What follows belongs to an exercise in optimizing a design on an open flow for small area and a short achievable clock period; a production flow would make more cautious choices. The RTL was checked by simulation tests, not by an equivalence proof against the original design. The clock port is modelled as an ideal driver; clocking choices that lean on that would not hold on a real chip. Power figures rest on the tool's default switching activity, not on a simulated workload.

==> inputs of job 2882 <==
==> flow/design.v <==
module fir_filter #(parameter N = 101) (
    input wire clk,
    input wire reset,
    input wire signed [15:0] x_in,
    output reg signed [15:0] y_out
);
    reg signed [15:0] d0;                   
    reg signed [15:0] dl [1:N-1];           
    reg signed [15:0] d101;                 
    reg full_q;                             
    reg [6:0] cnt;                          
    integer i;
    wire full = (cnt == N);
    always @(posedge clk) begin
        dl[1] <= d0;
        for (i = 2; i < N; i = i + 1)
            dl[i] <= dl[i-1];
        d101 <= dl[N-1];
    end
    always @(posedge clk or posedge reset) begin
        if (reset) begin
            d0 <= 16'd0;
            full_q <= 1'b0;
            y_out <= 16'd0;
            cnt <= 7'd0;
        end else begin
            d0 <= x_in;
            full_q <= full;
            y_out <= d0 + (full_q ? d101 : 16'sd0) - y_out;
            if (!full)
                cnt <= cnt + 7'd1;
        end
    end
endmodule
==> flow/run.sh <==
#!/bin/bash
# synth_recipe.tcl (not shown) runs the flow's synth.tcl, then flattens the netlist and writes it again
# the make line also repeats each setting of config.mk as NAME=value (left out here)
make -C /OpenROAD-flow-scripts/flow DESIGN_CONFIG=/design/flow/config.mk WORK_HOME=/design/flow/orfs CLKGATE_MAP_FILE= SYNTH_SCRIPT=/design/flow/synth_recipe.tcl finish
==> flow/config.mk <==
export PLATFORM = sky130hd
export DESIGN_NAME = fir_filter
export DESIGN_NICKNAME = fir_filter
export VERILOG_FILES = /design/flow/design.v
export SDC_FILE = /design/flow/constraint.sdc
export NUM_CORES = 4
export LEC_CHECK = 0
export CAP_MARGIN = 20
export CORE_MARGIN = 2
export CORE_UTILIZATION = 60
export CTS_BUF_LIST = sky130_fd_sc_hd__clkbuf_8 sky130_fd_sc_hd__clkbuf_16
export CTS_CLUSTER_DIAMETER = 80
export CTS_CLUSTER_SIZE = 30
export SLEW_MARGIN = 20
==> flow/constraint.sdc <==
create_clock -name core_clock -period 12.0 [get_ports {clk}]
set_input_delay 2.4000 -clock core_clock [delete_from_list [all_inputs] [get_ports {clk}]]
set_output_delay 2.4000 -clock core_clock [all_outputs]
set_load 0.01 [all_outputs]
==> job 7281: changes against job 2882 <==
==> flow/flow/run.sh (new file) <==
#!/bin/bash
set -euo pipefail
here=$(cd "$(dirname "$0")" && pwd)
export CTS_ARGS="-sink_clustering_enable -repair_clock_nets -dont_use_dummy_load -buf_list {sky130_fd_sc_hd__clkbuf_16} -sink_clustering_size 30 -sink_clustering_max_diameter 80"
export BUFFER_PORTS_ARGS="-buffer_cell sky130_fd_sc_hd__buf_4"
export SETUP_SLACK_MARGIN=${SETUP_SLACK_MARGIN:-9.0}
export POST_CTS_TCL=$here/post_cts.tcl
bash standard.sh MATCH_CELL_FOOTPRINT=0 finish > flow_standard.log 2>&1
==> flow/flow/post_cts.tcl (new file) <==
# Runs at the end of ORFS's CTS step.

set clk_net [get_nets -of_objects [get_ports clk]]
set root_pins [get_pins -of_objects $clk_net -filter "direction == input"]
if {[llength $root_pins] == 1} {
  set root [get_cells -of_objects [lindex $root_pins 0]]
  set root_out [get_nets -of_objects [get_pins -of_objects $root -filter "direction == output"]]
  set loads [get_pins -of_objects $root_out -filter "direction == input"]
  puts "clock root [get_full_name $root] drives [llength $loads] pins"
  if {[llength $loads] <= 4} {
    set names {}
    foreach p $loads { lappend names [get_full_name $p] }
    set clk_name [get_full_name $clk_net]
    set out_name [get_full_name $root_out]
    foreach p $names {
      disconnect_pin $out_name $p
      connect_pin $clk_name $p
    }
    disconnect_pin $clk_name [get_full_name [lindex $root_pins 0]]
    delete_instance [get_full_name $root]
    delete_net $out_name
    puts "removed clock root buffer"
  }
}

# Faster flops on the output and the adder's mask.
foreach c [get_cells {y_out*}] {
  if {[get_property [get_lib_cells -of_objects $c] name] eq "sky130_fd_sc_hd__dfrtp_1"} {
    replace_cell [get_full_name $c] sky130_fd_sc_hd__dfrtp_4
  }
}
foreach c [get_cells {full_q*}] {
  replace_cell [get_full_name $c] sky130_fd_sc_hd__dfrtp_4
}

detailed_placement
estimate_parasitics -placement
repair_timing -setup -setup_margin $::env(SETUP_SLACK_MARGIN) -repair_tns 100 -verbose
detailed_placement
check_placement -verbose
estimate_parasitics -placement
report_clock_latency
report_checks -path_delay max -group_path_count 3
==> flow/standard.sh (new file) <==
#!/bin/bash
# synth_recipe.tcl (not shown) runs the flow's synth.tcl, then flattens the netlist and writes it again
# the make line also repeats each setting of config.mk as NAME=value (left out here)
make -C /OpenROAD-flow-scripts/flow DESIGN_CONFIG=/design/flow/config.mk WORK_HOME=/design/flow/orfs CLKGATE_MAP_FILE= SYNTH_SCRIPT=/design/flow/synth_recipe.tcl "${@:-finish}"
- CTS_BUF_LIST: sky130_fd_sc_hd__clkbuf_8 sky130_fd_sc_hd__clkbuf_16 -> unset
- CTS_CLUSTER_DIAMETER: 80 -> unset
- CTS_CLUSTER_SIZE: 30 -> unset
removed: flow/run.sh
==> impl.org <==
** Outcome
- Result of the run :: aborted with a tool error
- The flow halted during clock tree synthesis.
- The first error in the log reads "[ERROR STA-0100] unsupported object type Port".

** Yosys
- The commonest cells after synthesis are 1616 x sky130_fd_sc_hd__dfxtp_1, 46 x sky130_fd_sc_hd__inv_1, 40 x sky130_fd_sc_hd__dfrtp_1.
- Net Count, Synth :: 1908
- For this run, the number of Yosys warnings is 2.
- Number of distinct library cells after synthesis :: 39
- The most common cell in the synthesized netlist is sky130_fd_sc_hd__dfxtp_1.

** Placed design
- Pre-CTS setup slack :: 8790 ps
- In this run the cell area measured after placement is approximately 36000 sq um.
- GPL Wtd Cong :: 0.718
That was job 7281.
==> impl.org <==
** STA
- Clock period minus final worst setup slack :: just over 4000 ps

** Critical path
- Maximum fanout encountered on the critical timing path :: 2
- Data on the critical path arrives at its endpoint at between 1500 and 2000 ps.
- Critical path capture point :: y_out[5]

** Placed design
- Summing all placed instances gives a cell area of about 36000 sq um.
- GPL Wtd Cong :: 0.758
- Before CTS, the worst setup slack after placement is 8360 ps.

** Yosys
- Xor/xnor cell area share of the yosys netlist :: 0.00493
- Number of distinct library cells after synthesis :: 39
- Synthesis Warnings :: 2
- The number of nets handed over by synthesis was 1908.
- Most frequently used cell type in the post-synthesis netlist :: sky130_fd_sc_hd__dfxtp_1

** Final layout
- Layout filler cell count :: 4040

** Drt
- Highest metal used :: met4

** Outcome
- The run finished with no timing, DRC or antenna violations.

** Pwr
- Peak VDD IR :: 0.175 mV
That was job 2882.

[re-timing with driven ports]
How much do the figures lean on ideal ports? The routed layout below was timed once more, with nothing changed but the port constraints.
Step 1, drivers: a clkbuf_16 drives clk and a buf_2 each remaining input, both assumed.
Step 2 also shifts input and output timing later by t, the mid clock arrival at the registers, as if the neighbouring blocks saw the same clock.
a / b / c = no drivers / after step 1 / after step 2; a / b = the first two.
run: job 2882
t (ns): 0.686
slack for setup (ns): 7.894 / 7.837 / 8.509
hold slack, ns: 0.318 / 0.318 / 0.318
clock arrival spread, ns: 0.023 / 0.023
worst slew at a driven data input, ns: 0.03
After both steps setup and hold are still met in job 2882. For job 2882, drivers alone change the setup slack by -0.057 ns; drivers and shift together by +0.615 ns. The worst setup slack also covers recovery checks on asynchronous resets.
